This design comes from an exercise in tuning for small area on the open sky130 flow, not from production work.
RTL that was checked went through simulation tests only; none was proved equivalent to the original.
No functional check of the RTL was part of runs 8 and 9.
Power figures rest on the tool's default switching activity, not on a simulated workload.

`flow/flow/run.sh`:
```
#!/bin/bash
# Standard layout, with the smallest buffer on the ports and a leaner clock tree
# (larger sink clusters, no dummy loads).
set -euo pipefail
export BUFFER_PORTS_ARGS="-buffer_cell sky130_fd_sc_hd__buf_1"
export CTS_ARGS="-sink_clustering_enable -repair_clock_nets -sink_clustering_size 17 -sink_clustering_max_diameter 80 -buf_list {sky130_fd_sc_hd__clkbuf_4 sky130_fd_sc_hd__clkbuf_8} -dont_use_dummy_load"
bash standard.sh finish > flow_make.log 2>&1
```
`flow/standard.sh`:
```
#!/bin/bash
# synth_recipe.tcl (not shown) runs the flow's synth.tcl, then flattens the netlist and writes it again
# the make line also repeats each setting of config.mk as NAME=value (left out here)
make -C /OpenROAD-flow-scripts/flow DESIGN_CONFIG=/design/flow/config.mk WORK_HOME=/design/flow/orfs CLKGATE_MAP_FILE= SYNTH_SCRIPT=/design/flow/synth_recipe.tcl "${@:-finish}"
```
`flow/config.mk`:
```
export PLATFORM = sky130hd
export DESIGN_NAME = axis_rotate
export DESIGN_NICKNAME = axis_rotate
export VERILOG_FILES = /design/flow/design.v
export SDC_FILE = /design/flow/constraint.sdc
export NUM_CORES = 4
export LEC_CHECK = 0
export CAP_MARGIN = 0
export CORE_MARGIN = 2
export CORE_UTILIZATION = 45
export SLEW_MARGIN = 0
export SYNTH_HIERARCHICAL = 1
export SYNTH_MINIMUM_KEEP_SIZE = 0
```
`flow/constraint.sdc`:
```
create_clock -name core_clock -period 5.0 [get_ports {aclk}]
set_input_delay 1.0000 -clock core_clock [delete_from_list [all_inputs] [get_ports {aclk}]]
set_output_delay 1.0000 -clock core_clock [all_outputs]
set_load 0.01 [all_outputs]
```
`flow/design.v`:
```
module axr_oai22 (input logic a1, a2, b1, b2, output logic y);
    assign y = ~((a1 | a2) & (b1 | b2));
endmodule
module axr_aoi222 (input logic a1, a2, b1, b2, c1, c2, output logic y);
    assign y = ~((a1 & a2) | (b1 & b2) | (c1 & c2));
endmodule
module axr_ao22 (input logic a1, a2, b1, b2, output logic y);
    assign y = (a1 & a2) | (b1 & b2);
endmodule
module axis_rotate
#(
    parameter   DATA_WIDTH          = 128,
    parameter   USER_WIDTH          = 64
)
(
    input   logic                       aclk,
    input   logic                       aresetn,
    input   logic   [DATA_WIDTH-1:0]    s_axis_tdata,
    input   logic   [USER_WIDTH-1:0]    s_axis_tuser,
    input   logic                       s_axis_tvalid,
    output  logic                       s_axis_tready,
    input   logic                       s_axis_tlast,
    input   logic   [DATA_WIDTH/8-1:0]  s_axis_tkeep,
    output   logic  [DATA_WIDTH-1:0]    m_axis_tdata,
    output   logic  [USER_WIDTH-1:0]    m_axis_tuser,
    output   logic                      m_axis_tvalid,
    input    logic                      m_axis_tready,
    output   logic                      m_axis_tlast,
    output   logic  [DATA_WIDTH/8-1:0]  m_axis_tkeep
);
localparam NB = DATA_WIDTH/8;        
localparam SW = $clog2(NB);          
localparam LW = 9*NB;                
logic m_valid;
wire  load = m_axis_tready | ~m_valid;
wire  hold = ~load;
assign s_axis_tready = load;
assign m_axis_tvalid = m_valid;
always_ff @(posedge aclk or negedge aresetn) begin
    if (!aresetn)
        m_valid <= 1'b0;
    else if (load)
        m_valid <= s_axis_tvalid;
end
wire [SW-1:0] n     = s_axis_tuser[SW-1:0];
wire [SW-1:0] amt   = {SW{load}} & (s_axis_tuser[SW] ? (~n + 1'b1) : n);
wire [SW-1:0] amt_n = ~amt;
wire sel_str = load & ~amt[0];
wire sel_rot = load &  amt[0];
logic [LW-1:0] lanes;
always_comb begin
    for (int k = 0; k < NB; k++)
        lanes[9*k +: 9] = {s_axis_tkeep[k], s_axis_tdata[8*k +: 8]};
end
logic [LW-1:0] r;                    
wire  [LW-1:0] st [0:SW];            
genvar s, i;
generate
    for (i = 0; i < LW; i = i + 1) begin : g_first
        axr_aoi222 u_mux (
            .a1(sel_str), .a2(lanes[i]),
            .b1(sel_rot), .b2(lanes[(i + LW - 9) % LW]),
            .c1(hold),    .c2(r[i]),
            .y (st[1][i]));
    end
    for (s = 1; s < SW; s = s + 1) begin : g_stage
        for (i = 0; i < LW; i = i + 1) begin : g_bit
            axr_oai22 u_mux (
                .a1(amt[s]),   .a2(st[s][i]),
                .b1(amt_n[s]), .b2(st[s][(i + LW - 9*(1<<s)) % LW]),
                .y (st[s+1][i]));
        end
    end
endgenerate
always_ff @(posedge aclk)
    r <= st[SW];
always_comb begin
    for (int k = 0; k < NB; k++) begin
        m_axis_tdata[8*k +: 8] = r[9*k +: 8];
        m_axis_tkeep[k]        = r[9*k + 8];
    end
end
logic [USER_WIDTH:0] u_q, u_d;
generate
    for (i = 0; i <= USER_WIDTH; i = i + 1) begin : g_user
        axr_ao22 u_hold (
            .a1(load), .a2(i < USER_WIDTH ? s_axis_tuser[i] : s_axis_tlast),
            .b1(hold), .b2(u_q[i]),
            .y (u_d[i]));
    end
endgenerate
always_ff @(posedge aclk)
    u_q <= u_d;
assign m_axis_tuser = u_q[USER_WIDTH-1:0];
assign m_axis_tlast = u_q[USER_WIDTH];
endmodule
```
==> results of run 1 <==
report_power, final:
part	leakage (nW)	internal, W	total [W]	switching [W]
Sequential	1.77	0.00205	0.00231	0.000258
Combinational	1.79	0.000757	0.00196	0.00120
Clock	0.115	0.000291	0.000820	0.000529
per-layer routing:
layer,share of wire (%),up-vias
met5,0,-
met4,3.7,0
met3,11,85
met2,47,720
met1,39,5156
li1,-,5171
Yosys cell counts, drive strengths merged:
library cell and instances:
nor2 4, mux2i 1, buf 1, o31ai 1, or2 4, nor2b 1, dfxtp 209, a222oi 144
xor2 1, o22ai 432, inv 4, a22o 65, dfrtp 1, and2b 1, xnor2 1, ha 1
final cells by class:
cell class / instances / area, um^2 / area share (%)
Clock buffer: 16 / 220 / 1.93
Antenna cell: 7 / 17.5 / 0.153
Inverter: 4 / 18.8 / 0.164
Sequential cell: 210 / 4210 / 36.8
Tap cell: 265 / 332 / 2.90
Timing Repair Buffer: 440 / 1770 / 15.4
Multi-Input combinational cell: 656 / 4860 / 42.6
per-stage QoR:
stage | area [um^2] | TNS [ns] | power (W) | worst slack (ns)
6_report | 11400 | 0 | 0.00509 | 1.60
5_1_grt | 11400 | 0 | 0.00535 | 1.50
4_1_cts | 11400 | 0 | 0.00507 | 1.60
3_5_place_dp | 11200 | 0 | 0.00426 | 1.32
3_3_place_gp | 11200 | 0 | 0.00426 | 1.34
2_1_floorplan | 9100 | -60.28 | 0.00354 | -0.419
flip-flops by register name, indices dropped and copies added (netlist names):
signal / cells
m_valid: 1
r: 144
u_q: 65
cells by family after synthesis:
kind of cell / Yosys count
buffers and inverters: 5
DFF: 210
AOI/OAI and AO/OA: 642
muxes: 1
xor gates and xnor gates: 2
and+or+nand+nor: 10
adders and majority gates: 1
per-module statistics from Yosys, one instance, submodules excluded:
| module | area [um^2] | flops+latches | cells |
|---|---|---|---|
| axis_rotate | 4340 | 210 | 230 |
| axr_aoi222 | 10.0 | 0 | 1 |
| axr_ao22 | 8.76 | 0 | 1 |
| axr_oai22 | 6.26 | 0 | 1 |
final timing paths:
check,from,endpoint,slack [ns],cells after the start
max reg2reg,m_valid$_DFFE_PN0N_,r[3]$_DFF_P_,2.08,7
min in group core_clock,u_q[41]$_DFF_P_,u_q[41]$_DFF_P_,0.48,1
max,m_axis_tready,s_axis_tready,1.60,6
min,aresetn,m_valid$_DFFE_PN0N_,0.24,1
min reg2reg,u_q[41]$_DFF_P_,u_q[41]$_DFF_P_,0.48,1
max in group asynchronous,aresetn,m_valid$_DFFE_PN0N_,4.67,1
==> results.toml, run 1 <==
[cts]
cts.reportedPaths.clkPinSlew_ns = 0.11
tritoncts = "built"
cts-root-buf = "clkbuf_8"
holdBufCountCts = 0
numCtsBuffers = 16
max-clock-path-buffers = 3
cts_resized = 0
clock-sinks = 210
h-tree-depth = 1
cts_setup_buffers = 0
clock_latency_ns = 0.50

[routing]
postRouteAntennaNets = 0
drtIter0Drc = 1810
vias_per_cell = 6.97
drt-wirelength-per-cell_um = 22.6
finalWirelength_mm = 36.2
firstDrtPassIters = 10
num_vias = 11100
drc_errors = 0

[setup_path]
path_buf_inv = 5
worst_setup_path_end_kind = "primary output"
path_cells = "buf_1 > nor2b_4 > buf_4 > inv_2 > buf_4 > buf_1"
critical_path.top_delay_family = "buffers and inverters"
startpoint_type = "input port"
worstSetupPathType = "in -> out"
arrival_ns = 2.40
critPathMaxStageDelay_ns = 0.50
path_max_fanout = 66
critical_path_required_ns = 4.00
slowest_stage = "buf_4"

[yosys]
yosysSeqAreaShare_pct = 46.5
synth-simple-area-share_pct = 0.595
avgSynthCellArea_um2 = 10.4
synth_top_family_by_area = "compound AO/OA/AOI/OAI gates"
syn-num-nets = 1085
synth.area.mux_share_pct = 0.111
synth_cell_types = 17
synth_compound_area_share_pct = 52.2
yosys.area.top_type = "dfxtp_1"
yosysWarnings = 7
synth_xor_area_share_pct = 0.194
synthCells = 871
synth_area_um2 = 9050
synth_top_area_share_pct = 46.2
synth_area_leaders = "dfxtp_1 46%, o22ai_1 30%, a222oi_1 16%"
ys_seq_elements = 210
synth_adder_area_share_pct = 0.138

[finish]
final_common_cell = "o22ai_1"
layout.cells.non_filler = 1598
fillCellCount = 1886
final_cell_mix = "432 x o22ai_1, 423 x buf_1, 209 x dfxtp_1, 144 x a222oi_1, 65 x a22o_1"
post-route-util_pct = 58.3
layout.nets = 1542
area_growth_syn_to_layout_pct = 26.3
drive_gt1_share_pct = 3.39

[sta]
fin_crit_ns = 3.40
finClkSkew_ns = 0.0225
rsz0062_at_grt = "no"
slew_violations = 0
worst_pin_slew_ns = 1.27
setup_viol = 0
finalHoldViolations = 0
hold_slack_ns = 0.235
min_period_over_period_pct = 67.9
slew_headroom_pct = 15.6
fmax_mhz = 295

[power]
p_leak_nw = 3.68
pwr_density_cell_nw_per_um2 = 445
peakVddDrop_v = 0.000198

[run]
cap_violations = 0

[die]
rows = 51
die_w_um = 146
die_h_um = 146
io_pins = 424
fp.coreArea_um2 = 19600
start_util_pct = 46.2
dieArea_um2 = 21300

[placed_design]
dp.cells = 1575
hpwl_mm = 25.5
gp_congestion = 0.856
port_buffers = 423

[worst_hold_path]
hold_path.class = "in -> async"

[grt]
gr-total-overflow = 0
met2_usage_pct = 50.8
grt_pass1_vias = 9740
grt_antenna_before_repair = 6
gr-usage-met1_pct = 39.4
grt.busiest_layer = "met2"
grt_max_degree = 145
grt_first_pass_wirelength_mm = 53.9
grt_usage_pct = 30.9
met3_usage_pct = 6.80

[status]
status = "no timing/DRC/antenna violations"
==> inputs of run 2 (changes only) <==
==> flow/flow/run.sh (replaced) <==
#!/bin/bash
# Standard layout, with the smallest buffer on the ports and a leaner clock tree
# (larger sink clusters, no dummy loads).
set -euo pipefail
export BUFFER_PORTS_ARGS="-buffer_cell sky130_fd_sc_hd__buf_1"
export CTS_ARGS="-sink_clustering_enable -repair_clock_nets -sink_clustering_size 30 -sink_clustering_max_diameter 80 -buf_list {sky130_fd_sc_hd__clkbuf_16} -dont_use_dummy_load"
bash standard.sh finish > flow_make.log 2>&1
==> run 2 against run 1 <==
Still clean. Clock-buffer cell count decreased by 5. First-iteration DRC count increased by 6.5%. Non-clock buffer count unchanged. Maximum frequency increased by 0.11%. Critical path depth unchanged. Sequential power about the same. Core utilization increased by 0.28 points.
==> results.toml, run 2 <==
[cts]
cts.reportedPaths.clkPinSlew_ns = 0.11
cts-root-buf = "clkbuf_16"
tritoncts = "built"
clock_latency_ns = 0.47
numCtsBuffers = 11
clock-sinks = 210
max-clock-path-buffers = 3
cts_resized = 0
cts_setup_buffers = 0
h-tree-depth = 1
holdBufCountCts = 0

[yosys]
synth_adder_area_share_pct = 0.138
synth.area.mux_share_pct = 0.111
yosysSeqAreaShare_pct = 46.5
ys.flop_type = "dfxtp_1"
synth_compound_area_share_pct = 52.2
synth_area_um2 = 9050
synth_xor_area_share_pct = 0.194
yosysWarnings = 7
synth-edff-count = 0
ys_async_sr_fraction_pct = 0.476
synth_area_leaders = "dfxtp_1 46%, o22ai_1 30%, a222oi_1 16%"
synth_top_area_share_pct = 46.2
synth_most_common_cell = "o22ai_1"
synth_top_family_by_area = "compound AO/OA/AOI/OAI gates"
synth_commonest_cells = "432 x o22ai_1, 209 x dfxtp_1, 144 x a222oi_1"
yosys.area.top_type = "dfxtp_1"
synth_cell_types = 17
synth-simple-area-share_pct = 0.595
syn-num-nets = 1085
avgSynthCellArea_um2 = 10.4
ys_seq_elements = 210
synthCells = 871

[grt]
gr-usage-met1_pct = 39.5
met3_usage_pct = 6.96
grt_pass1_vias = 9664
gr-total-overflow = 0
grt.busiest_layer = "met2"
grt_first_pass_wirelength_mm = 53.7
grt_antenna_before_repair = 6
grt_usage_pct = 30.8
grt_max_degree = 145
met2_usage_pct = 50.2

[setup_path]
critical_path.top_delay_family = "buffers and inverters"
path_max_fanout = 66
rr_worst_depth = 7
worst_setup_path_end_kind = "primary output"
startpoint = "m_axis_tready"
critical_path_required_ns = 4.00
worstSetupPathType = "in -> out"
r2r_start = "m_valid$_DFFE_PN0N_"
slowest_stage = "buf_4"
path_cells = "buf_1 > nor2b_4 > buf_4 > inv_2 > buf_4 > buf_1"
path_buf_inv = 5
arrival_ns = 2.39
path_depth = 6
critPathMaxStageDelay_ns = 0.50
startpoint_type = "input port"

[die]
die_w_um = 146
start_util_pct = 46.2
io_pins = 424
fp.coreArea_um2 = 19600
die_h_um = 146
dieArea_um2 = 21300
rows = 51

[sta]
setup_viol = 0
worst_pin_slew_ns = 1.27
fin_crit_ns = 3.39
rsz0062_at_grt = "no"
finClkSkew_ns = 0.0226
hold_slack_ns = 0.265
slew_violations = 0
min_period_over_period_pct = 67.8
finalWorstSetupSlack_ns = 1.61
slew_headroom_pct = 15.2
fmax_mhz = 295
finalHoldViolations = 0

[run]
cap_violations = 0

[power]
pwr_density_cell_nw_per_um2 = 452
p_leak_nw = 3.70
peakVddDrop_v = 0.000208

[finish]
multi_input_area_um2 = 4860
area_growth_syn_to_layout_pct = 26.9
drive_gt1_share_pct = 3.03
layout.nets = 1537
regMostFlops = "r"
ff_latch_area_um2 = 4210
largest_registers = "r (144), u_q (65), m_valid (1)"
final_cell_mix = "432 x o22ai_1, 423 x buf_1, 209 x dfxtp_1, 144 x a222oi_1, 65 x a22o_1"
final_common_cell = "o22ai_1"
largest_register_ff_count = 144
fillCellCount = 1890

[worst_hold_path]
hold_path.class = "in -> async"

[routing]
num_vias = 11100
finalWirelength_mm = 35.9
firstDrtPassIters = 9
drt-wirelength-per-cell_um = 22.6
postRouteAntennaNets = 0
vias_per_cell = 6.99
drc_errors = 0
drtIter0Drc = 1928

[placed_design]
hpwl_mm = 25.5
gp_congestion = 0.856
place_ws_ns = 1.32
port_buffers = 423

[status]
status = "no timing/DRC/antenna violations"
[run 2: worst paths after layout]
path,end,slack [ns]
setup / recovery,s_axis_tready,1.61
hold / removal,m_valid$_DFFE_PN0N_,0.27
setup reg to reg,r[3]$_DFF_P_,2.11
hold reg to reg,u_q[41]$_DFF_P_,0.48
max in group asynchronous,m_valid$_DFFE_PN0N_,4.64
min in group core_clock,u_q[41]$_DFF_P_,0.48
[run 2: per-module statistics from Yosys, one instance, submodules excluded]
module / area, um^2 / cells inside
axr_aoi222: 10.0 / 1
axr_ao22: 8.76 / 1
axis_rotate: 4340 / 230
axr_oai22: 6.26 / 1
[run 2: cell families after synthesis]
kind of cell             count (synthesis)
AO/OA/AOI/OAI                          642
flip-flops                             210
AND/OR/NAND/NOR                         10
buffers and inverters                    5
XOR/XNOR                                 2
multiplexers                             1
adder cells (fa/ha/maj)                  1
[run 2: power breakdown]
group / internal [W] / switching (W)
clock: 0.000399 / 0.000527
sequential: 0.00205 / 0.000257
combinational: 0.000757 / 0.00120
total: 0.00321 / 0.00198
[run 2: metrics by stage]
| step | instances | util [%] | setup TNS (ns) | instance area, um^2 | total power (W) |
|---|---|---|---|---|---|
| 2_1_floorplan | 871 | - | -60.28 | 9100 | 0.00354 |
| 3_3_place_gp | 1575 | 57.1 | 0 | 11200 | 0.00426 |
| 3_5_place_dp | 1575 | 57.1 | 0 | 11200 | 0.00426 |
| 4_1_cts | 1586 | 58.5 | 0 | 11500 | 0.00518 |
| 5_1_grt | 1591 | 58.6 | 0 | 11500 | 0.00546 |
| 6_report | 1593 | 58.6 | 0 | 11500 | 0.00519 |
[run 2: final cells by class]
cell class	count	share of cell area, %
inverters	4	0.163
clock buffers	11	2.40
flip-flops and latches	210	36.7
repair buffers	440	15.4
well taps	265	2.89
multi-input cells	656	42.4
diodes	7	0.153
[run 2: layer usage]
metal / wire (um) / part of all wire, %
met1: 14000 / 39
met2: 16900 / 47
met3: 3720 / 10
met4: 1310 / 3.6
met5: 0 / 0
==> inputs of run 3 (changes only) <==
==> flow/flow/run.sh (replaced) <==
#!/bin/bash
# Standard layout, with the smallest buffer on the ports and a leaner clock tree
# (larger sink clusters, no dummy loads).
set -euo pipefail
export BUFFER_PORTS_ARGS="-buffer_cell sky130_fd_sc_hd__buf_1"
export CTS_ARGS="-sink_clustering_enable -repair_clock_nets -sink_clustering_size 16 -sink_clustering_max_diameter 50 -buf_list {sky130_fd_sc_hd__clkbuf_8} -dont_use_dummy_load"
bash standard.sh finish > flow_make.log 2>&1
==> run 3 against run 2 <==
Maximum frequency is 0.49% lower. Register-to-register slack hardly changed. Setup slack worse by 0.017 ns. Highest routed layer unchanged.
==> results.toml, run 3 <==
[status]
status = "no timing/DRC/antenna violations"

[power]
pwr-share-comb_pct = 37.3
p_leak_nw = 3.74
pwr_density_cell_nw_per_um2 = 456
p_total_w = 0.00525
p_int_w = 0.00324
p_sw_w = 0.00202
peakVddDrop_v = 0.000238
clock_power_share_pct = 18.7
seqPwrFrac_pct = 44.0
p_sw_share_pct = 38.4

[die]
rows = 51
die_w_um = 146
dieArea_um2 = 21300
io_pins = 424
start_util_pct = 46.2
die_h_um = 146
fp.coreArea_um2 = 19600

[cts]
holdBufCountCts = 0
clock_latency_ns = 0.53
cts_resized = 0
numCtsBuffers = 24
max-clock-path-buffers = 3
cts.reportedPaths.clkPinSlew_ns = 0.08
tritoncts = "built"
cts-root-buf = "clkbuf_8"
cts_setup_buffers = 0
h-tree-depth = 1
clock-sinks = 210

[yosys]
synth_area_leaders = "dfxtp_1 46%, o22ai_1 30%, a222oi_1 16%"
yosysSeqAreaShare_pct = 46.5
synth_commonest_cells = "432 x o22ai_1, 209 x dfxtp_1, 144 x a222oi_1"
synth-edff-count = 0
ys_async_sr_fraction_pct = 0.476
yosysWarnings = 7
ys.flop_type = "dfxtp_1"
synth_most_common_cell = "o22ai_1"
syn-num-nets = 1085
synthCells = 871
synth_cell_types = 17
synth_area_um2 = 9050
ys_seq_elements = 210
yosys.area.top_type = "dfxtp_1"
avgSynthCellArea_um2 = 10.4
synth_top_area_share_pct = 46.2

[setup_path]
path_cells = "buf_1 > nor2b_4 > buf_4 > inv_2 > buf_4 > buf_1"
startpoint_type = "input port"
path_depth = 6
worst_setup_path_end_kind = "primary output"
rr_worst_depth = 7
path_max_fanout = 66
slowest_stage = "buf_4"
critical_path.top_delay_family = "buffers and inverters"
worstSetupPathType = "in -> out"
critical_path_required_ns = 4.00
critPathMaxStageDelay_ns = 0.50
path_buf_inv = 5
arrival_ns = 2.41

[finish]
regMostFlops = "r"
largest_register_ff_count = 144
post-route-util_pct = 58.9
largest_registers = "r (144), u_q (65), m_valid (1)"
final_common_cell = "o22ai_1"
area_growth_syn_to_layout_pct = 27.5
layout.nets = 1550
drive_gt1_share_pct = 3.97
final_cell_mix = "432 x o22ai_1, 423 x buf_1, 209 x dfxtp_1, 144 x a222oi_1, 65 x a22o_1"
layout.cells.non_filler = 1605
final_cell_area_um2 = 11500

[routing]
drtIter0Drc = 1817
finalWirelength_mm = 36.3
drt-wirelength-per-cell_um = 22.6
vias_per_cell = 7.02
postRouteAntennaNets = 0
firstDrtPassIters = 10
drc_errors = 0
num_vias = 11300

[grt]
grt_pass1_vias = 9863
gr-total-overflow = 0
grt_antenna_before_repair = 6
grt_max_degree = 145
grt_first_pass_wirelength_mm = 54.0
grt_usage_pct = 30.9

[placed_design]
place_ws_ns = 1.32
hpwl_mm = 25.5
port_buffers = 423
gp_congestion = 0.856
place_area_um2 = 11200
dp.cells = 1575

[sta]
fmax_mhz = 293
slew_violations = 0
setup_viol = 0
fin_crit_ns = 3.41
worst_pin_slew_ns = 1.27
finalHoldViolations = 0
min_period_over_period_pct = 68.2
rsz0062_at_grt = "no"
finClkSkew_ns = 0.0364
finalWorstSetupSlack_ns = 1.59
slew_headroom_pct = 15.3

[worst_hold_path]
hold_path.class = "in -> async"

[run]
cap_violations = 0
## run 3: kinds of logic after synthesis
family | after synthesis | share of synthesized area [%]
flip-flops | 210 | 46.5
adder cells (fa/ha/maj) | 1 | 0.138
AND/OR/NAND/NOR | 10 | 0.595
XOR/XNOR | 2 | 0.194
buffers and inverters | 5 | 0.221
AO/OA/AOI/OAI | 642 | 52.2
multiplexers | 1 | 0.111
## run 3: final cells by class
class | instances | area [um^2]
flip-flops and latches | 210 | 4210
clock buffers | 24 | 330
well taps | 265 | 332
fillers | 1871 | 8060
multi-input cells | 656 | 4860
inverters | 4 | 18.8
diodes | 6 | 15.0
repair buffers | 440 | 1770
## run 3: power by group through the flow
stage                     combinational [W]  sequential, W  clock (W)
after floorplan                     0.00110        0.00245          0
after global placement              0.00192        0.00234          0
after detailed placement            0.00192        0.00234          0
after CTS                           0.00193        0.00231    0.00101
after global routing                0.00211        0.00234    0.00107
final                               0.00196        0.00231   0.000982
## run 3: final timing paths
check,startpoint,end,slack [ns]
min in group core_clock,u_q[2]$_DFF_P_,u_q[2]$_DFF_P_,0.47
max in group asynchronous,aresetn,m_valid$_DFFE_PN0N_,4.69
worst max-delay path,m_axis_tready,s_axis_tready,1.59
worst max register to register,m_valid$_DFFE_PN0N_,r[3]$_DFF_P_,2.10
worst min register to register,u_q[2]$_DFF_P_,u_q[2]$_DFF_P_,0.47
worst min-delay path,aresetn,m_valid$_DFFE_PN0N_,0.22
## run 3: per-stage QoR
step	hold WS [ns]	TNS, ns
2_1_floorplan	0.511	-60.28
3_3_place_gp	0.450	0
5_1_grt	0.188	0
6_report	0.215	0
4_1_cts	0.183	0
3_5_place_dp	0.451	0
## run 3: modules after synthesis, one instance, submodules excluded
module | times used | flops+latches
axr_aoi222 | 144 | 0
axr_oai22 | 432 | 0
axis_rotate | 1 | 210
axr_ao22 | 65 | 0
## run 3: per-layer routing
| metal | wire [um] | up-vias | GRT usage (%) |
|---|---|---|---|
| li1 | - | 5192 | - |
| met1 | 14000 | 5235 | 39.0 |
| met2 | 17100 | 745 | 50.6 |
| met3 | 3890 | 88 | 7.08 |
| met4 | 1330 | 0 | 13.6 |
| met5 | 0 | - | 0 |
==> inputs of run 4 (changes only) <==
==> flow/flow/run.sh (replaced) <==
#!/bin/bash
# Standard layout, with the smallest buffer on the ports and a leaner clock tree
# (larger sink clusters, no dummy loads).
set -euo pipefail
export BUFFER_PORTS_ARGS="-buffer_cell sky130_fd_sc_hd__buf_1"
export CTS_ARGS="-sink_clustering_enable -repair_clock_nets -sink_clustering_size 17 -sink_clustering_max_diameter 80 -buf_list {sky130_fd_sc_hd__clkbuf_8} -dont_use_dummy_load"
bash standard.sh finish > flow_make.log 2>&1
--- a/flow/config.mk
+++ b/flow/config.mk
@@ -9,4 +9,5 @@
 export CORE_MARGIN = 2
 export CORE_UTILIZATION = 45
+export PLACE_DENSITY = 0.8
 export SLEW_MARGIN = 0
 export SYNTH_HIERARCHICAL = 1
==> run 4 against run 3 <==
Sequential power hardly changed. Critical path depth is 1 lower. Sequential share of layout area is 0.30 points higher. Synthesized cell count stayed put. Cell area is 0.80% lower. Register-to-register slack better by 0.03 ns. Clock-buffer cell count is 8 lower. Clock power is 17% lower. Flip-flop and latch count stayed put. Area after synthesis stayed put. First-iteration DRC count is 22% higher. Die area stayed put. Largest power group unchanged.
==> results.toml, run 4 <==
[grt]
grt_max_degree = 145
grt_pass1_vias = 9991
grt_antenna_before_repair = 3
grt_usage_pct = 30.5
gr-total-overflow = 0
grt_first_pass_wirelength_mm = 53.7

[finish]
layout.nets = 1543
fillCellCount = 1814
final_cell_mix = "432 x o22ai_1, 423 x buf_1, 209 x dfxtp_1, 144 x a222oi_1, 65 x a22o_1"
largest_register_ff_count = 144
final_common_cell = "o22ai_1"
drive_gt1_share_pct = 3.47
largest_registers = "r (144), u_q (65), m_valid (1)"
layout.cells.non_filler = 1597
regMostFlops = "r"
post-route-util_pct = 58.4
final_cell_area_um2 = 11400
area_growth_syn_to_layout_pct = 26.5

[sta]
fin_crit_ns = 3.28
fmax_mhz = 305
finalHoldViolations = 0
setup_tns_ns = 0
rsz0062_at_grt = "no"
min_period_over_period_pct = 65.6
finalWorstSetupSlack_ns = 1.72
slew_headroom_pct = 33.4
slew_violations = 0
setup_viol = 0
finClkSkew_ns = 0.0401
worst_pin_slew_ns = 0.997

[setup_path]
startpoint = "m_axis_tready"
r2r_start = "m_valid$_DFFE_PN0N_"
critical_path_required_ns = 4.00
reg2reg_slack_ns = 2.13
r2r-end = "r[34]$_DFF_P_"
crit_end = "s_axis_tready"
slowest_stage = "nor2b_4"
worst_setup_path_end_kind = "primary output"
critical_path.top_delay_family = "buffers and inverters"
critPathMaxStageDelay_ns = 0.52
path_common_cell = "buf_1"
worstSetupPathType = "in -> out"
rr_worst_depth = 7
path_depth = 5
path_buf_inv = 4
arrival_ns = 2.28
path_cells = "buf_1 > nor2b_4 > buf_4 > inv_2 > buf_1"
path_max_fanout = 33
startpoint_type = "input port"

[die]
io_pins = 424
start_util_pct = 46.2
die_w_um = 146
rows = 51
fp.coreArea_um2 = 19600
die_h_um = 146
dieArea_um2 = 21300

[status]
status = "no timing/DRC/antenna violations"

[routing]
drc_errors = 0
num_vias = 11600
vias_per_cell = 7.27
drtIter0Drc = 2213
finalWirelength_mm = 35.9
postRouteAntennaNets = 0
drt-wirelength-per-cell_um = 22.5
firstDrtPassIters = 13

[yosys]
synth_commonest_cells = "432 x o22ai_1, 209 x dfxtp_1, 144 x a222oi_1"
yosysSeqAreaShare_pct = 46.5
synth_most_common_cell = "o22ai_1"
avgSynthCellArea_um2 = 10.4
ys.flop_type = "dfxtp_1"
yosysWarnings = 7
synth-edff-count = 0
synth_area_um2 = 9050
synth_top_area_share_pct = 46.2
ys_seq_elements = 210
synth_area_leaders = "dfxtp_1 46%, o22ai_1 30%, a222oi_1 16%"
synthCells = 871
yosys.area.top_type = "dfxtp_1"
syn-num-nets = 1085
ys_async_sr_fraction_pct = 0.476
synth_cell_types = 17

[power]
p_leak_nw = 3.69
peakVddDrop_v = 0.000231
pwr_density_cell_nw_per_um2 = 445

[cts]
cts_setup_buffers = 0
cts_resized = 0
cts.reportedPaths.clkPinSlew_ns = 0.10
tritoncts = "built"
holdBufCountCts = 0
numCtsBuffers = 16
clock-sinks = 210
max-clock-path-buffers = 3
h-tree-depth = 1
cts-root-buf = "clkbuf_8"
clock_latency_ns = 0.51

[run]
cap_violations = 0

[placed_design]
dp.cells = 1576
port_buffers = 423
place_ws_ns = 1.52
gp_congestion = 0.959
hpwl_mm = 25.4
place_area_um2 = 11200

[worst_hold_path]
hold_path.class = "in -> async"
## run 4: kinds of logic (layout without fill, tap and decap cells)
kind of cell / after synthesis / in the layout / share of synthesized area [%]
compound gates: 642 / 642 / 52.2
fa+ha+maj: 1 / 1 / 0.138
other cells: 0 / 5 / 0
simple gates: 10 / 10 / 0.595
flops: 210 / 210 / 46.5
buf+inv: 5 / 461 / 0.221
xor+xnor: 2 / 2 / 0.194
mux: 1 / 1 / 0.111
## run 4: per-layer routing
| metal | part of all wire, % | vias to the layer above | global-route usage, % | routed length [um] |
|---|---|---|---|---|
| met5 | 0 | - | 0 | 0 |
| li1 | - | 5162 | - | - |
| met4 | 3.9 | 0 | 13.5 | 1410 |
| met1 | 36 | 5375 | 38.9 | 13100 |
| met2 | 48 | 957 | 50.2 | 17200 |
| met3 | 12 | 109 | 5.86 | 4190 |
## run 4: worst min path at each step
| stage | from | endpoint | cells past startpoint |
|---|---|---|---|
| global placement | u_q[13]$_DFF_P_ | u_q[13]$_DFF_P_ | 1 |
| CTS | aresetn | m_valid$_DFFE_PN0N_ | 1 |
| detailed placement | u_q[41]$_DFF_P_ | u_q[41]$_DFF_P_ | 1 |
| finish | aresetn | m_valid$_DFFE_PN0N_ | 1 |
| floorplan | u_q[0]$_DFF_P_ | u_q[0]$_DFF_P_ | 1 |
| global route | aresetn | m_valid$_DFFE_PN0N_ | 1 |
## run 4: per-module statistics from Yosys, one instance, submodules excluded
module,area [um^2],cells inside,times used
axis_rotate,4340,230,1
axr_aoi222,10.0,1,144
axr_ao22,8.76,1,65
axr_oai22,6.26,1,432
## run 4: cell type report
| cell class | count | area [um^2] | share of cell area, % |
|---|---|---|---|
| Antenna cell | 5 | 12.5 | 0.109 |
| Multi-Input combinational cell | 656 | 4860 | 42.5 |
| Clock buffer | 16 | 220 | 1.92 |
| Tap cell | 265 | 332 | 2.90 |
| Inverter | 4 | 18.8 | 0.164 |
| Sequential cell | 210 | 4210 | 36.8 |
| Timing Repair Buffer | 441 | 1790 | 15.6 |
## run 4: where the power goes
| part | internal [W] | total, W | switching, W | leakage, nW |
|---|---|---|---|---|
| Combinational | 0.000760 | 0.00196 | 0.00120 | 1.81 |
| Sequential | 0.00205 | 0.00232 | 0.000265 | 1.77 |
| Clock | 0.000290 | 0.000819 | 0.000529 | 0.115 |
## run 4: worst register-to-register path: stages, from the launching register on
cell	delay [ns]
dfrtp_1	0.38
nor2b_4	0.56
nor2_4	0.18
buf_4	0.36
a222oi_1	0.59
o22ai_1	0.22
o22ai_1	0.28
o22ai_1	0.13
## run 4: metrics by stage
step | hold slack, ns | total power (W)
floorplan | 0.511 | 0.00354
global placement | 0.451 | 0.00422
detailed placement | 0.451 | 0.00424
CTS | 0.235 | 0.00505
global route | 0.219 | 0.00535
finish | 0.265 | 0.00510
==> inputs of run 5 (changes only) <==
--- a/flow/config.mk
+++ b/flow/config.mk
@@ -9,5 +9,5 @@
 export CORE_MARGIN = 2
 export CORE_UTILIZATION = 45
-export PLACE_DENSITY = 0.8
+export GPL_TIMING_DRIVEN = 0
 export SLEW_MARGIN = 0
 export SYNTH_HIERARCHICAL = 1
==> run 5 against run 4 <==
Clock skew decreased by 0.013 ns. Sequential power about the same. Highest routed layer unchanged. Die area unchanged. First-iteration DRC count decreased by 13%. Largest cell class unchanged. Global-route usage increased by 0.86 points. Still clean.
==> results.toml, run 5 <==
[status]
status = "no timing/DRC/antenna violations"

[yosys]
synth_area_leaders = "dfxtp_1 46%, o22ai_1 30%, a222oi_1 16%"
ys_seq_elements = 210
syn-num-nets = 1085
ys.flop_type = "dfxtp_1"
synth-edff-count = 0
synth_cell_types = 17
yosysWarnings = 7
yosysSeqAreaShare_pct = 46.5
synth_most_common_cell = "o22ai_1"
avgSynthCellArea_um2 = 10.4
synth_top_area_share_pct = 46.2
synth_area_um2 = 9050
synth_commonest_cells = "432 x o22ai_1, 209 x dfxtp_1, 144 x a222oi_1"
yosys.area.top_type = "dfxtp_1"
synthCells = 871
ys_async_sr_fraction_pct = 0.476

[sta]
setup_viol = 0
finalHoldViolations = 0
fin_crit_ns = 4.36
fmax_mhz = 229
setup_tns_ns = 0
worst_pin_slew_ns = 0.865
rsz0062_at_grt = "no"
slew_violations = 0
finClkSkew_ns = 0.0271
slew_headroom_pct = 42.3
finalWorstSetupSlack_ns = 0.640
min_period_over_period_pct = 87.2

[setup_path]
arrival_ns = 4.80
r2r_start = "m_valid$_DFFE_PN0N_"
path_common_cell = "o22ai_1"
critPathMaxStageDelay_ns = 0.75
path_cells = "buf_1 > nor2b_1 > bufbuf_16 > or2_4 > buf_16 > clkinvlp_4 > buf_12 > o22ai_1 > o22ai_1 > o22ai_1"
worst_setup_path_end_kind = "flip-flop"
startpoint = "m_axis_tready"
startpoint_type = "input port"
critical_path_required_ns = 5.44
slowest_stage = "bufbuf_16"
path_max_fanout = 218
worstSetupPathType = "in -> reg"

[cts]
holdBufCountCts = 0
numCtsBuffers = 16
cts_setup_buffers = 0
clock_latency_ns = 0.51
cts_resized = 0
clock-sinks = 210
cts-root-buf = "clkbuf_8"
tritoncts = "built"
max-clock-path-buffers = 3
h-tree-depth = 1
cts.reportedPaths.clkPinSlew_ns = 0.10

[routing]
firstDrtPassIters = 10
drc_errors = 0
num_vias = 11200
vias_per_cell = 7.01
finalWirelength_mm = 36.6
postRouteAntennaNets = 0
drtIter0Drc = 1918
drt-wirelength-per-cell_um = 22.9

[placed_design]
hpwl_mm = 26.3
place_ws_ns = -0.821
port_buffers = 423
place_area_um2 = 11400
gp_congestion = 0.887

[die]
fp.coreArea_um2 = 19600
rows = 51
start_util_pct = 46.2
io_pins = 424
die_w_um = 146
dieArea_um2 = 21300
die_h_um = 146

[grt]
gr-total-overflow = 0
grt_pass1_vias = 9683
grt_max_degree = 219
grt_usage_pct = 31.3
grt_antenna_before_repair = 3
grt_first_pass_wirelength_mm = 54.4

[finish]
layout.nets = 1546
largest_registers = "r (144), u_q (65), m_valid (1)"
final_common_cell = "o22ai_1"
final_cell_area_um2 = 11700
area_growth_syn_to_layout_pct = 29.0
drive_gt1_share_pct = 3.61
regMostFlops = "r"
largest_register_ff_count = 144
final_cell_mix = "432 x o22ai_1, 423 x buf_1, 209 x dfxtp_1, 144 x a222oi_1, 65 x a22o_1"

[power]
peakVddDrop_v = 0.000303
p_leak_nw = 3.77
pwr_density_cell_nw_per_um2 = 440

[worst_hold_path]
hold_path.class = "in -> async"

[run]
cap_violations = 0
-- run 5: cell counts after synthesis --
Identical to the previous run, type by type.
-- run 5: path summary, 6_finish.rpt --
| check | endpoint | slack, ns | cells past startpoint |
|---|---|---|---|
| max | r[74]$_DFF_P_ | 0.64 | 10 |
| min | m_valid$_DFFE_PN0N_ | 0.23 | 1 |
| max reg2reg | r[74]$_DFF_P_ | 0.83 | 9 |
| min reg2reg | u_q[10]$_DFF_P_ | 0.48 | 1 |
| max in group asynchronous | m_valid$_DFFE_PN0N_ | 4.67 | 1 |
| min in group core_clock | u_q[10]$_DFF_P_ | 0.48 | 1 |
-- run 5: modules after synthesis (local to each module, per instance) --
module       copies in the design  cell area [um^2]  flops+latches  cells
axr_ao22                       65              8.76              0      1
axr_aoi222                    144              10.0              0      1
axis_rotate                     1              4340            210    230
axr_oai22                     432              6.26              0      1
-- run 5: power by group --
part	switching (W)	leakage [nW]	internal, W
registers	0.000253	1.77	0.00205
logic	0.00121	1.89	0.000797
clock network	0.000527	0.115	0.000291
total	0.00199	3.77	0.00314
-- run 5: layout make-up --
cell class	instances	area [um^2]
Timing Repair inverter	2	10.0
Buffer	1	32.5
Fill cell	1898	7920
Tap cell	265	332
Antenna cell	4	10.0
Multi-Input combinational cell	656	4860
Sequential cell	210	4210
Clock buffer	16	220
Timing Repair Buffer	441	1990
Inverter	4	18.8
-- run 5: cells by family (layout without fill, tap and decap cells) --
| family | Yosys count | count (layout) | synth area share (%) |
|---|---|---|---|
| AO/OA/AOI/OAI | 642 | 642 | 52.2 |
| flip-flops | 210 | 210 | 46.5 |
| AND/OR/NAND/NOR | 10 | 10 | 0.595 |
| buffers and inverters | 5 | 464 | 0.221 |
| XOR/XNOR | 2 | 2 | 0.194 |
| adder cells (fa/ha/maj) | 1 | 1 | 0.138 |
| multiplexers | 1 | 1 | 0.111 |
| other | 0 | 4 | 0 |
-- run 5: through the flow --
stage          hold slack [ns]  power [W]  instances  utilization [%]
3_3_place_gp             0.450    0.00426       1559             56.2
5_1_grt                  0.208    0.00541       1598             59.6
4_1_cts                  0.206    0.00512       1594             59.4
6_report                 0.232    0.00514       1599             59.6
3_5_place_dp             0.451    0.00430       1576             58.2
2_1_floorplan            0.511    0.00354        871                -
-- run 5: critical path, delay by kind of cell --
family          cells  cell delay (ns)
compound gates      3             0.64
simple gates        2             0.75
buf+inv             5             2.23
-- run 5: layer usage --
| layer | part of all wire (%) | vias up | track usage (%) |
|---|---|---|---|
| li1 | - | 5174 | - |
| met1 | 38 | 5254 | 39.1 |
| met2 | 48 | 711 | 53.0 |
| met3 | 11 | 72 | 7.99 |
| met4 | 3.2 | 0 | 10.0 |
| met5 | 0 | - | 0 |
==> inputs of run 6 (changes only) <==
--- a/flow/config.mk
+++ b/flow/config.mk
@@ -8,6 +8,5 @@
 export CAP_MARGIN = 0
 export CORE_MARGIN = 2
-export CORE_UTILIZATION = 45
-export GPL_TIMING_DRIVEN = 0
+export CORE_UTILIZATION = 52
 export SLEW_MARGIN = 0
 export SYNTH_HIERARCHICAL = 1
==> run 6 against run 5 <==
Still clean on timing, DRC and antenna. Synthesized cell count did not move. Critical path depth fell by 5. Via count grew 2.0%. Core utilization grew 6.8 points. Power fell by 1.1%. Global-route usage rose by 3.5 points. Setup slack improved by 0.96 ns. Hold slack improved by 0.031 ns. Area after synthesis did not move. Largest cell class unchanged.
==> results.toml, run 6 <==
[status]
status = "no timing/DRC/antenna violations"

[cts]
cts.reportedPaths.clkPinSlew_ns = 0.10
cts-root-buf = "clkbuf_8"
numCtsBuffers = 16
cts_resized = 0
clock_latency_ns = 0.51
holdBufCountCts = 0
cts_setup_buffers = 0
h-tree-depth = 1
tritoncts = "built"
clock-sinks = 210
max-clock-path-buffers = 3

[sta]
setup_viol = 0
slew_violations = 0
rsz0062_at_grt = "no"
fmax_mhz = 294
min_period_over_period_pct = 67.9
hold_slack_ns = 0.262
finalHoldViolations = 0
finClkSkew_ns = 0.0429
worst_pin_slew_ns = 1.11
fin_crit_ns = 3.40
slew_headroom_pct = 25.7

[die]
rows = 48
fp.coreArea_um2 = 17200
io_pins = 424
start_util_pct = 52.7
dieArea_um2 = 18500
die_w_um = 136
die_h_um = 136

[routing]
vias_per_cell = 7.33
postRouteAntennaNets = 0
drtIter0Drc = 2263
firstDrtPassIters = 12
num_vias = 11400
finalWirelength_mm = 35.2
drt-wirelength-per-cell_um = 22.6
drc_errors = 0

[finish]
regMostFlops = "r"
multi_input_area_um2 = 4860
final_cell_area_um2 = 11400
final_common_cell = "o22ai_1"
fillCellCount = 1545
layout.nets = 1543
largest_registers = "r (144), u_q (65), m_valid (1)"
area_growth_syn_to_layout_pct = 26.0
largest_register_ff_count = 144
ff_latch_area_um2 = 4210
final_cell_mix = "432 x o22ai_1, 423 x buf_1, 209 x dfxtp_1, 144 x a222oi_1, 65 x a22o_1"
drive_gt1_share_pct = 3.47

[setup_path]
startpoint = "m_axis_tready"
path_max_fanout = 72
startpoint_type = "input port"
critical_path_required_ns = 4.00
arrival_ns = 2.40
worst_setup_path_end_kind = "primary output"
worstSetupPathType = "in -> out"
r2r_start = "m_valid$_DFFE_PN0N_"

[yosys]
synth_area_leaders = "dfxtp_1 46%, o22ai_1 30%, a222oi_1 16%"
synth_area_um2 = 9050
avgSynthCellArea_um2 = 10.4
yosysWarnings = 7
yosysSeqAreaShare_pct = 46.5
syn-num-nets = 1085
synthCells = 871
ys_async_sr_fraction_pct = 0.476
yosys.area.top_type = "dfxtp_1"
ys.flop_type = "dfxtp_1"
synth_top_area_share_pct = 46.2
synth-edff-count = 0
synth_most_common_cell = "o22ai_1"
synth_commonest_cells = "432 x o22ai_1, 209 x dfxtp_1, 144 x a222oi_1"
ys_seq_elements = 210
synth_cell_types = 17

[placed_design]
hpwl_mm = 24.8
gp_congestion = 0.918
place_area_um2 = 11200
port_buffers = 423

[grt]
gr-total-overflow = 0
grt_pass1_vias = 9545
grt_first_pass_wirelength_mm = 51.6
grt_antenna_before_repair = 6
grt_usage_pct = 34.8
grt_max_degree = 105

[worst_hold_path]
hold_path.class = "in -> async"

[run]
cap_violations = 0

[power]
p_total_w = 0.00508
p_leak_nw = 3.69
peakVddDrop_v = 0.000249
pwr_density_cell_nw_per_um2 = 446
run 6: cell counts after synthesis:
No cell type changed its count.
run 6: power by group:
| part | switching (W) | internal, W | leakage (nW) | total, W |
|---|---|---|---|---|
| clock | 0.000522 | 0.000290 | 0.115 | 0.000812 |
| combinational | 0.00119 | 0.000760 | 1.80 | 0.00195 |
| sequential | 0.000266 | 0.00205 | 1.77 | 0.00232 |
| total | 0.00198 | 0.00310 | 3.69 | 0.00508 |
run 6: kinds of logic (layout without fill, tap and decap cells):
kind of cell               Yosys count  count (layout)  synth area share (%)
AOI/OAI and AO/OA                  642             642                  52.2
xor gates and xnor gates             2               2                 0.194
adders and majority gates            1               1                 0.138
buffers and inverters                5             461                 0.221
DFF                                210             210                  46.5
muxes                                1               1                 0.111
other                                0               7                     0
and+or+nand+nor                     10              10                 0.595
run 6: per-module statistics from Yosys (local to each module, per instance):
| module | cells inside | times used |
|---|---|---|
| axis_rotate | 230 | 1 |
| axr_aoi222 | 1 | 144 |
| axr_ao22 | 1 | 65 |
| axr_oai22 | 1 | 432 |
run 6: path summary, 6_finish.rpt:
path	endpoint	slack, ns	cells past startpoint
min reg2reg	u_q[48]$_DFF_P_	0.48	1
min	m_valid$_DFFE_PN0N_	0.26	1
max in group asynchronous	m_valid$_DFFE_PN0N_	4.64	1
max reg2reg	r[32]$_DFF_P_	2.07	7
min in group core_clock	u_q[48]$_DFF_P_	0.48	1
max	s_axis_tready	1.60	5
run 6: worst max-delay path, cell delays in order:
cell and delay (ns):
buf_1 0.10, nor2b_4 0.37, buf_4 0.64, inv_2 0.09, buf_1 0.15
run 6: layer usage:
layer  up-vias  routed length, um  track usage (%)  part of all wire (%)
li1       5165                  -                -                     -
met1      5270              12900             43.0                    37
met2       879              16500             56.1                    47
met3       116               4260             9.28                    12
met4         0               1560             17.3                   4.4
met5         -                  0                0                     0
run 6: cell type report:
class	count	area share (%)
flip-flops and latches	210	36.9
inverters	4	0.165
multi-input cells	656	42.7
repair buffers	441	15.7
diodes	7	0.154
clock buffers	16	1.93
well taps	225	2.47
run 6: per-stage QoR:
stage	utilization, %	worst slack [ns]	instances	TNS [ns]
finish	66.4	1.60	1559	0
global route	66.3	1.52	1558	0
CTS	66.3	1.64	1552	0
detailed placement	65.0	1.39	1536	0
global placement	65.0	1.33	1536	0
floorplan	-	-0.419	871	-60.28
==> inputs of run 7 (changes only) <==
--- a/flow/config.mk
+++ b/flow/config.mk
@@ -8,5 +8,5 @@
 export CAP_MARGIN = 0
 export CORE_MARGIN = 2
-export CORE_UTILIZATION = 52
+export CORE_UTILIZATION = 45
 export SLEW_MARGIN = 0
 export SYNTH_HIERARCHICAL = 1
==> run 7 against run 6 <==
Clock skew shrank 0.020 ns. Area after synthesis is the same. Die area grew 15%. Synthesized cell count is the same. Sequential power is essentially flat. Hold slack lost 0.027 ns. Via count shrank 2.6%.
==> results.toml, run 7 <==
[sta]
min_period_over_period_pct = 67.9
finalHoldViolations = 0
finClkSkew_ns = 0.0225
fin_crit_ns = 3.40
rsz0062_at_grt = "no"
slew_headroom_pct = 15.6
slew_violations = 0
setup_viol = 0
setup_tns_ns = 0
worst_pin_slew_ns = 1.27
fmax_mhz = 295

[yosys]
synth_top_area_share_pct = 46.2
syn-num-nets = 1085
ys_seq_elements = 210
synth_area_leaders = "dfxtp_1 46%, o22ai_1 30%, a222oi_1 16%"
ys_async_sr_fraction_pct = 0.476
synth_cell_types = 17
yosysWarnings = 7
synth_area_um2 = 9050
synthCells = 871
yosys.area.top_type = "dfxtp_1"
synth_commonest_cells = "432 x o22ai_1, 209 x dfxtp_1, 144 x a222oi_1"
synth_most_common_cell = "o22ai_1"
avgSynthCellArea_um2 = 10.4
ys.flop_type = "dfxtp_1"
synth-edff-count = 0
yosysSeqAreaShare_pct = 46.5

[finish]
largest_registers = "r (144), u_q (65), m_valid (1)"
final_common_cell = "o22ai_1"
drive_gt1_share_pct = 3.39
layout.cells.non_filler = 1598
area_growth_syn_to_layout_pct = 26.3
largest_register_ff_count = 144
layout.nets = 1542
regMostFlops = "r"
final_cell_mix = "432 x o22ai_1, 423 x buf_1, 209 x dfxtp_1, 144 x a222oi_1, 65 x a22o_1"

[cts]
cts.reportedPaths.clkPinSlew_ns = 0.11
cts_resized = 0
h-tree-depth = 1
tritoncts = "built"
clock-sinks = 210
numCtsBuffers = 16
cts_setup_buffers = 0
cts-root-buf = "clkbuf_8"
clock_latency_ns = 0.50
holdBufCountCts = 0
max-clock-path-buffers = 3

[setup_path]
worst_setup_path_end_kind = "primary output"
path_max_fanout = 66
worstSetupPathType = "in -> out"
arrival_ns = 2.40
critical_path_required_ns = 4.00
startpoint_type = "input port"

[power]
pwr_density_cell_nw_per_um2 = 445
peakVddDrop_v = 0.000198
p_total_w = 0.00509
p_leak_nw = 3.68

[die]
die_w_um = 146
fp.coreArea_um2 = 19600
dieArea_um2 = 21300
io_pins = 424
start_util_pct = 46.2
rows = 51
die_h_um = 146

[worst_hold_path]
hold_path.class = "in -> async"

[placed_design]
port_buffers = 423
gp_congestion = 0.856
dp.cells = 1575
hpwl_mm = 25.5

[grt]
grt_pass1_vias = 9740
grt_max_degree = 145
grt_usage_pct = 30.9
gr-total-overflow = 0
grt_first_pass_wirelength_mm = 53.9
grt_antenna_before_repair = 6

[routing]
vias_per_cell = 6.97
drtIter0Drc = 1810
firstDrtPassIters = 10
finalWirelength_mm = 36.2
drt-wirelength-per-cell_um = 22.6
postRouteAntennaNets = 0
drc_errors = 0
num_vias = 11100

[status]
status = "no timing/DRC/antenna violations"

[run]
cap_violations = 0
[run 7: Yosys stat by module, one instance, submodules excluded]
module | copies in the design | cells
axis_rotate | 1 | 230
axr_aoi222 | 144 | 1
axr_oai22 | 432 | 1
axr_ao22 | 65 | 1
[run 7: layer usage]
layer	track usage, %	up-vias	share of wire, %
met1	39.4	5156	39
met3	6.80	85	11
li1	-	5171	-
met5	0	-	0
met4	12.4	0	3.7
met2	50.8	720	47
[run 7: cells by family after synthesis]
family | synth area share [%]
AO/OA/AOI/OAI | 52.2
flip-flops | 46.5
AND/OR/NAND/NOR | 0.595
buffers and inverters | 0.221
XOR/XNOR | 0.194
multiplexers | 0.111
adder cells (fa/ha/maj) | 0.138
[run 7: cell type report]
class	count	area (um^2)
Tap cell	265	332
Inverter	4	18.8
Sequential cell	210	4210
Fill cell	1886	8160
Antenna cell	7	17.5
Timing Repair Buffer	440	1770
Multi-Input combinational cell	656	4860
Clock buffer	16	220
[run 7: worst max-delay path, stage by stage]
cell and delay, ns:
buf_1 0.10, nor2b_4 0.19, buf_4 0.50, inv_2 0.04, buf_4 0.34, buf_1 0.21
[run 7: through the flow]
step,area [um^2],utilization [%],hold WS (ns),worst slack (ns)
after global placement,11200,57.1,0.450,1.34
after detailed placement,11200,57.1,0.451,1.32
after global routing,11400,58.3,0.214,1.50
final,11400,58.3,0.235,1.60
after floorplan,9100,-,0.511,-0.419
after CTS,11400,58.2,0.217,1.60
[run 7: worst paths after layout]
check | start | end | slack (ns) | depth (start not counted)
max | m_axis_tready | s_axis_tready | 1.60 | 6
min in group core_clock | u_q[41]$_DFF_P_ | u_q[41]$_DFF_P_ | 0.48 | 1
max reg2reg | m_valid$_DFFE_PN0N_ | r[3]$_DFF_P_ | 2.08 | 7
min | aresetn | m_valid$_DFFE_PN0N_ | 0.24 | 1
min reg2reg | u_q[41]$_DFF_P_ | u_q[41]$_DFF_P_ | 0.48 | 1
max in group asynchronous | aresetn | m_valid$_DFFE_PN0N_ | 4.67 | 1
[run 7: power by group]
part | switching [W] | internal (W)
clock | 0.000529 | 0.000291
combinational | 0.00120 | 0.000757
sequential | 0.000258 | 0.00205
==> inputs of run 8 (changes only) <==
--- a/flow/design.v
+++ b/flow/design.v
@@ -7,4 +7,19 @@
 module axr_ao22 (input logic a1, a2, b1, b2, output logic y);
     assign y = (a1 & a2) | (b1 & b2);
+endmodule
+module axr_and2 (input logic a, b, output logic y);
+    assign y = a & b;
+endmodule
+module axr_nand2 (input logic a, b, output logic y);
+    assign y = ~(a & b);
+endmodule
+module axr_andn (input logic a, b, output logic y);    
+    assign y = a & ~b;
+endmodule
+module axr_nor2 (input logic a, b, output logic y);
+    assign y = ~(a | b);
+endmodule
+module axr_ornot (input logic a, b, output logic y);   
+    assign y = a | ~b;
 endmodule
 module axis_rotate
@@ -34,5 +49,4 @@
 logic m_valid;
 wire  load = m_axis_tready | ~m_valid;
-wire  hold = ~load;
 assign s_axis_tready = load;
 assign m_axis_tvalid = m_valid;
@@ -43,9 +57,23 @@
         m_valid <= s_axis_tvalid;
 end
-wire [SW-1:0] n     = s_axis_tuser[SW-1:0];
-wire [SW-1:0] amt   = {SW{load}} & (s_axis_tuser[SW] ? (~n + 1'b1) : n);
-wire [SW-1:0] amt_n = ~amt;
-wire sel_str = load & ~amt[0];
-wire sel_rot = load &  amt[0];
+wire [SW-1:0] n   = s_axis_tuser[SW-1:0];
+wire [SW-1:0] rot = s_axis_tuser[SW] ? (~n + 1'b1) : n;
+localparam NC = 2;
+wire [NC-1:0] sel_str, sel_rot, sel_hold, sel_load;
+wire [NC-1:0] amt   [1:SW-1];
+wire [NC-1:0] amt_n [1:SW-1];
+genvar c, s, i;
+generate
+    for (c = 0; c < NC; c = c + 1) begin : g_sel
+        axr_andn  u_str  (.a(load), .b(rot[0]), .y(sel_str[c]));
+        axr_and2  u_rot  (.a(load), .b(rot[0]), .y(sel_rot[c]));
+        axr_nor2  u_hold (.a(m_axis_tready), .b(~m_valid), .y(sel_hold[c]));
+        axr_ornot u_load (.a(m_axis_tready), .b(m_valid), .y(sel_load[c]));
+        for (s = 1; s < SW; s = s + 1) begin : g_amt
+            axr_and2  u_a  (.a(load), .b(rot[s]), .y(amt[s][c]));
+            axr_nand2 u_an (.a(load), .b(rot[s]), .y(amt_n[s][c]));
+        end
+    end
+endgenerate
 logic [LW-1:0] lanes;
 always_comb begin
@@ -55,11 +83,10 @@
 logic [LW-1:0] r;                    
 wire  [LW-1:0] st [0:SW];            
-genvar s, i;
 generate
     for (i = 0; i < LW; i = i + 1) begin : g_first
         axr_aoi222 u_mux (
-            .a1(sel_str), .a2(lanes[i]),
-            .b1(sel_rot), .b2(lanes[(i + LW - 9) % LW]),
-            .c1(hold),    .c2(r[i]),
+            .a1(sel_str[i*NC/LW]),  .a2(lanes[i]),
+            .b1(sel_rot[i*NC/LW]),  .b2(lanes[(i + LW - 9) % LW]),
+            .c1(sel_hold[i*NC/LW]), .c2(r[i]),
             .y (st[1][i]));
     end
@@ -67,6 +94,6 @@
         for (i = 0; i < LW; i = i + 1) begin : g_bit
             axr_oai22 u_mux (
-                .a1(amt[s]),   .a2(st[s][i]),
-                .b1(amt_n[s]), .b2(st[s][(i + LW - 9*(1<<s)) % LW]),
+                .a1(amt[s][i*NC/LW]),   .a2(st[s][i]),
+                .b1(amt_n[s][i*NC/LW]), .b2(st[s][(i + LW - 9*(1<<s)) % LW]),
                 .y (st[s+1][i]));
         end
@@ -85,6 +112,6 @@
     for (i = 0; i <= USER_WIDTH; i = i + 1) begin : g_user
         axr_ao22 u_hold (
-            .a1(load), .a2(i < USER_WIDTH ? s_axis_tuser[i] : s_axis_tlast),
-            .b1(hold), .b2(u_q[i]),
+            .a1(sel_load[i*NC/(USER_WIDTH+1)]), .a2(i < USER_WIDTH ? s_axis_tuser[i] : s_axis_tlast),
+            .b1(sel_hold[i*NC/(USER_WIDTH+1)]), .b2(u_q[i]),
             .y (u_d[i]));
     end
==> run 8 against run 7 <==
Largest cell class unchanged. Still clean on timing, DRC and antenna. Clock-buffer cell count unchanged. Cell count increased by 1.3%. Maximum frequency up 0.75%. Register-to-register slack got worse by 0.10 ns. Via count is 7.5% higher. Critical endpoint is now r[84]$_DFF_P_. Combinational power rose by 3%. Setup slack improved by 0.025 ns. First-iteration DRC count rose by 51%.
==> results.toml, run 8 <==
[routing]
drtIter0Drc = 2727
drt-wirelength-per-cell_um = 25.6
finalWirelength_mm = 41.4
drc_errors = 0
num_vias = 12000
vias_per_cell = 7.39
postRouteAntennaNets = 0
firstDrtPassIters = 12

[finish]
final_cell_area_um2 = 11600
post-route-util_pct = 57.7
regMostFlops = "r"
ff_latch_area_um2 = 4210
drive_gt1_share_pct = 4.38
area_growth_syn_to_layout_pct = 26.8
final_cell_mix = "432 x o22ai_1, 423 x buf_1, 209 x dfxtp_1, 144 x a222oi_1, 65 x a22o_1"
fillCellCount = 1927
layout.nets = 1562
final_common_cell = "o22ai_1"
largest_register_ff_count = 144
largest_registers = "r (144), u_q (65), m_valid (1)"
multi_input_area_um2 = 4940

[setup_path]
startpoint = "m_axis_tready"
critical_path_required_ns = 5.40
path_max_fanout = 49
path_cells = "buf_1 > nand2b_1 > and2_2 > buf_4 > a222oi_1 > o22ai_1 > o22ai_1 > o22ai_1"
critPathMaxStageDelay_ns = 0.91
path_common_cell = "o22ai_1"
slowest_stage = "and2_2"
worst_setup_path_end_kind = "flip-flop"
startpoint_type = "input port"
arrival_ns = 3.77
rr_worst_depth = 7
r2r_start = "m_valid$_DFFE_PN0P_"
worstSetupPathType = "in -> reg"

[power]
pwr_density_cell_nw_per_um2 = 448
p_leak_nw = 3.76
peakVddDrop_v = 0.000202
p_total_w = 0.00519

[yosys]
yosysWarnings = 7
synth_most_common_cell = "o22ai_1"
synth_area_leaders = "dfxtp_1 46%, o22ai_1 30%, a222oi_1 16%"
ys_seq_elements = 210
syn-num-nets = 1097
yosysSeqAreaShare_pct = 46.1
avgSynthCellArea_um2 = 10.3
synth_cell_types = 15
synth_top_area_share_pct = 45.9
synth_commonest_cells = "432 x o22ai_1, 209 x dfxtp_1, 144 x a222oi_1"
synth_area_um2 = 9120
yosys.area.top_type = "dfxtp_1"
synthCells = 883
ys_async_sr_fraction_pct = 0.476
synth-edff-count = 0
ys.flop_type = "dfxtp_1"

[die]
io_pins = 424
die_h_um = 146
die_w_um = 146
start_util_pct = 45.5
rows = 52
fp.coreArea_um2 = 20000
dieArea_um2 = 21400

[sta]
fin_crit_ns = 3.37
worst_pin_slew_ns = 1.21
finalWorstSetupSlack_ns = 1.63
setup_viol = 0
slew_headroom_pct = 19.4
finClkSkew_ns = 0.0593
slew_violations = 0
rsz0062_at_grt = "no"
finalHoldViolations = 0
min_period_over_period_pct = 67.4
setup_tns_ns = 0
fmax_mhz = 297

[cts]
cts_resized = 0
max-clock-path-buffers = 3
cts.reportedPaths.clkPinSlew_ns = 0.12
clock-sinks = 210
tritoncts = "built"
holdBufCountCts = 0
cts-root-buf = "clkbuf_8"
cts_setup_buffers = 0
numCtsBuffers = 16
h-tree-depth = 1
clock_latency_ns = 0.54

[grt]
grt_max_degree = 73
grt_antenna_before_repair = 2
grt_pass1_vias = 10500
grt_usage_pct = 35.4
grt_first_pass_wirelength_mm = 61.3
gr-total-overflow = 0

[run]
cap_violations = 0

[placed_design]
port_buffers = 423
hpwl_mm = 27.5
gp_congestion = 0.921
place_ws_ns = 1.18
place_area_um2 = 11300

[status]
status = "no timing/DRC/antenna violations"

[worst_hold_path]
hold_path.class = "in -> async"
[run 8: changes by cell type in the layout (fill, tap and decap cells not counted), moves of 2 or more]
| cell | delta |
|---|---|
| buf_4 | +5 |
| nand2_2 | +6 |
| and2_2 | +8 |
| buf_12 | +2 |
| or2_4 | -3 |
| nor2_4 | -2 |
| diode_2 | -5 |
| nand2b_1 | +5 |
[run 8: routing by layer]
layer	global-route usage, %	routed length [um]	up-vias
met5	0	0	-
met3	7.50	5010	149
met4	12.0	1750	0
met2	57.8	18900	1048
li1	-	-	5204
met1	46.9	15800	5561
[run 8: final cells by class]
cell class | count | share of cell area (%)
antenna | 2 | 0.0433
tap | 270 | 2.92
clock buffer | 16 | 1.90
sequential | 210 | 36.4
timing repair buffer | 447 | 15.9
multi-input combinational | 670 | 42.7
inverter | 3 | 0.0973
[run 8: per-stage QoR]
| stage | cells | hold WS, ns |
|---|---|---|
| floorplan | 883 | 0.511 |
| detailed placement | 1600 | 0.451 |
| global route | 1618 | 0.191 |
| finish | 1618 | 0.200 |
| global placement | 1600 | 0.450 |
| CTS | 1616 | 0.195 |
[run 8: final timing paths]
| check | end | slack, ns |
|---|---|---|
| max in group asynchronous | m_valid$_DFFE_PN0P_ | 4.70 |
| worst max-delay path | r[84]$_DFF_P_ | 1.63 |
| min in group core_clock | u_q[31]$_DFF_P_ | 0.48 |
| worst min register to register | u_q[31]$_DFF_P_ | 0.48 |
| worst max register to register | r[84]$_DFF_P_ | 1.98 |
| worst min-delay path | m_valid$_DFFE_PN0P_ | 0.20 |
[run 8: report_power, final]
part / internal, W / total [W] / switching (W)
clock: 0.000291 / 0.000846 / 0.000555
combinational: 0.000766 / 0.00202 / 0.00125
sequential: 0.00205 / 0.00232 / 0.000271
[run 8: worst max-delay path, delay by kind of cell]
kind                   cells  cell delay (ns)
AOI/OAI and AO/OA          4             0.85
buffers and inverters      2             0.70
and+or+nand+nor            2             1.20
[run 8: kinds of logic after synthesis]
kind of cell    after synthesis  synth area share [%]
simple gates                 24                  1.56
xor+xnor                      2                 0.192
fa+ha+maj                     1                 0.137
compound gates              643                  51.9
flops                       210                  46.1
buf+inv                       3                 0.123
[run 8: Yosys stat by module (local to each module, per instance), excerpt]
module	flops+latches	area [um^2]
axr_nor2	0	3.75
axr_oai22	0	6.26
axr_nand2	0	3.75
axr_ao22	0	8.76
axis_rotate	210	4290
axr_aoi222	0	10.0
==> inputs of run 9 (changes only) <==
--- a/flow/design.v
+++ b/flow/design.v
@@ -59,5 +59,5 @@
 wire [SW-1:0] n   = s_axis_tuser[SW-1:0];
 wire [SW-1:0] rot = s_axis_tuser[SW] ? (~n + 1'b1) : n;
-localparam NC = 2;
+localparam NC = 4;
 wire [NC-1:0] sel_str, sel_rot, sel_hold, sel_load;
 wire [NC-1:0] amt   [1:SW-1];
==> run 9 against run 8 <==
Cell count rose by 2.6%. Hold slack barely moved. Area after synthesis increased by 1.3%. Cell area grew 1.8%. Synthesized cell count grew 2.3%. First-iteration DRC count increased by 9.6%. Maximum frequency decreased by 10%. Die area is 1.3% higher. Power rose by 3.0%. Global-route usage increased by 6.8 points. Largest cell class unchanged. Largest power group unchanged. Highest routed layer unchanged.
==> results.toml, run 9 <==
[power]
p_leak_nw = 3.90
p_total_w = 0.00534
pwr_density_cell_nw_per_um2 = 453
peakVddDrop_v = 0.000238
p_int_w = 0.00312
clock_power_share_pct = 16.0

[sta]
rsz0062_at_grt = "no"
worst_pin_slew_ns = 1.21
finalHoldViolations = 0
slew_headroom_pct = 18.9
fin_crit_ns = 3.76

[finish]
layout.nets = 1602
regMostFlops = "r"
layout.cells.non_filler = 1660
final_cell_mix = "432 x o22ai_1, 423 x buf_1, 209 x dfxtp_1, 144 x a222oi_1, 65 x a22o_1"
final_cell_area_um2 = 11800
drive_gt1_share_pct = 5.27
ff_latch_area_um2 = 4210
area_growth_syn_to_layout_pct = 27.4
multi_input_area_um2 = 5060
largest_register_ff_count = 144

[routing]
finalWirelength_mm = 49.7
drtIter0Drc = 2988
postRouteAntennaNets = 0
num_vias = 13000
firstDrtPassIters = 29
drt-wirelength-per-cell_um = 29.9
vias_per_cell = 7.81
drc_errors = 0

[yosys]
syn-num-nets = 1117
synth_most_common_cell = "o22ai_1"
synth_cell_types = 15
yosysSeqAreaShare_pct = 45.5
yosys.area.top_type = "dfxtp_1"
avgSynthCellArea_um2 = 10.2
ys_async_sr_fraction_pct = 0.476
synth_area_leaders = "dfxtp_1 45%, o22ai_1 29%, a222oi_1 16%"
synth_top_area_share_pct = 45.3
synth-edff-count = 0
synth_area_um2 = 9240

[cts]
tritoncts = "built"
holdBufCountCts = 0
max-clock-path-buffers = 3
cts_setup_buffers = 0
numCtsBuffers = 16
h-tree-depth = 1
clock_latency_ns = 0.54

[die]
dieArea_um2 = 21700
rows = 52
fp.coreArea_um2 = 20200

[setup_path]
path_buf_inv = 1
path_depth = 7
worstSetupPathType = "in -> reg"
path_cells = "buf_1 > nand2b_1 > nor2b_4 > a222oi_1 > o22ai_1 > o22ai_1 > o22ai_1"
slowest_stage = "nor2b_4"
critPathMaxStageDelay_ns = 0.96
arrival_ns = 4.17
path_max_fanout = 36
startpoint_type = "input port"
critical_path.top_delay_family = "simple AND/OR/NAND/NOR gates"
path_common_cell = "o22ai_1"
critical_path_required_ns = 5.41

[grt]
grt_antenna_before_repair = 3
grt_usage_pct = 42.3
grt_max_degree = 38
gr-total-overflow = 0

[placed_design]
place_area_um2 = 11500
hpwl_mm = 33.7
port_buffers = 423

[worst_hold_path]
hold_path.class = "in -> async"

[status]
status = "no timing/DRC/antenna violations"
run 9: modules after synthesis (local to each module, per instance):
module	cells	times used
axr_nor2	1	4
axr_and2	1	16
axr_oai22	1	432
axis_rotate	222	1
axr_aoi222	1	144
axr_ao22	1	65
axr_nand2	1	12
axr_ornot	1	4
axr_andn	1	4
run 9: power by group through the flow:
stage	combinational, W	clock (W)	sequential [W]
6_report	0.00215	0.000856	0.00233
5_1_grt	0.00226	0.000911	0.00235
4_1_cts	0.00207	0.000855	0.00231
3_5_place_dp	0.00206	0	0.00235
3_3_place_gp	0.00205	0	0.00236
2_1_floorplan	0.00107	0	0.00244
run 9: worst register-to-register path, delay by kind of cell, from the launching register on:
kind	cells	cell delay, ns
and+or+nand+nor	2	1.58
DFF	1	0.48
AOI/OAI and AO/OA	4	1.03
run 9: final timing paths:
check | end
worst max-delay path | r[104]$_DFF_P_
worst min-delay path | m_valid$_DFFE_PN0P_
worst max register to register | r[104]$_DFF_P_
worst min register to register | u_q[17]$_DFF_P_
max in group asynchronous | m_valid$_DFFE_PN0P_
min in group core_clock | u_q[17]$_DFF_P_
run 9: per-stage QoR:
stage,util [%],hold slack [ns],worst slack (ns)
2_1_floorplan,-,0.511,1.36
3_5_place_dp,57.3,0.451,0.850
5_1_grt,58.4,0.205,0.997
4_1_cts,58.3,0.190,1.39
3_3_place_gp,57.3,0.450,0.951
6_report,58.4,0.200,1.24
run 9: metal layers:
| metal | routed length [um] | track usage [%] |
|---|---|---|
| met5 | 0 | 0 |
| met4 | 2950 | 22.3 |
| met3 | 7400 | 12.4 |
| met2 | 22300 | 68.8 |
| met1 | 17000 | 50.7 |
run 9: kinds of logic (layout without fill, tap and decap cells):
group           Yosys count  in the layout  share of synthesized area, %
flops                   210            210                          45.5
compound gates          643            643                          51.2
xor+xnor                  2              2                         0.190
fa+ha+maj                 1              1                         0.135
other cells               0              4                             0
simple gates             44             44                          2.84
buf+inv                   3            486                         0.122
run 9: cell type report:
type / instances / area share, %
Multi-Input combinational cell: 690 / 43.0
Clock buffer: 16 / 1.87
Tap cell: 270 / 2.87
Inverter: 3 / 0.0956
Antenna cell: 4 / 0.0850
Sequential cell: 210 / 35.7
Timing Repair Buffer: 467 / 16.4

Check on run 9: ideal ports give 1.242 ns setup slack; a clkbuf_16 on the clock port and buf_2 on the inputs give 1.252 ns; moving port delays by the midpoint clock arrival (0.568 ns) as well gives 0.684 ns.
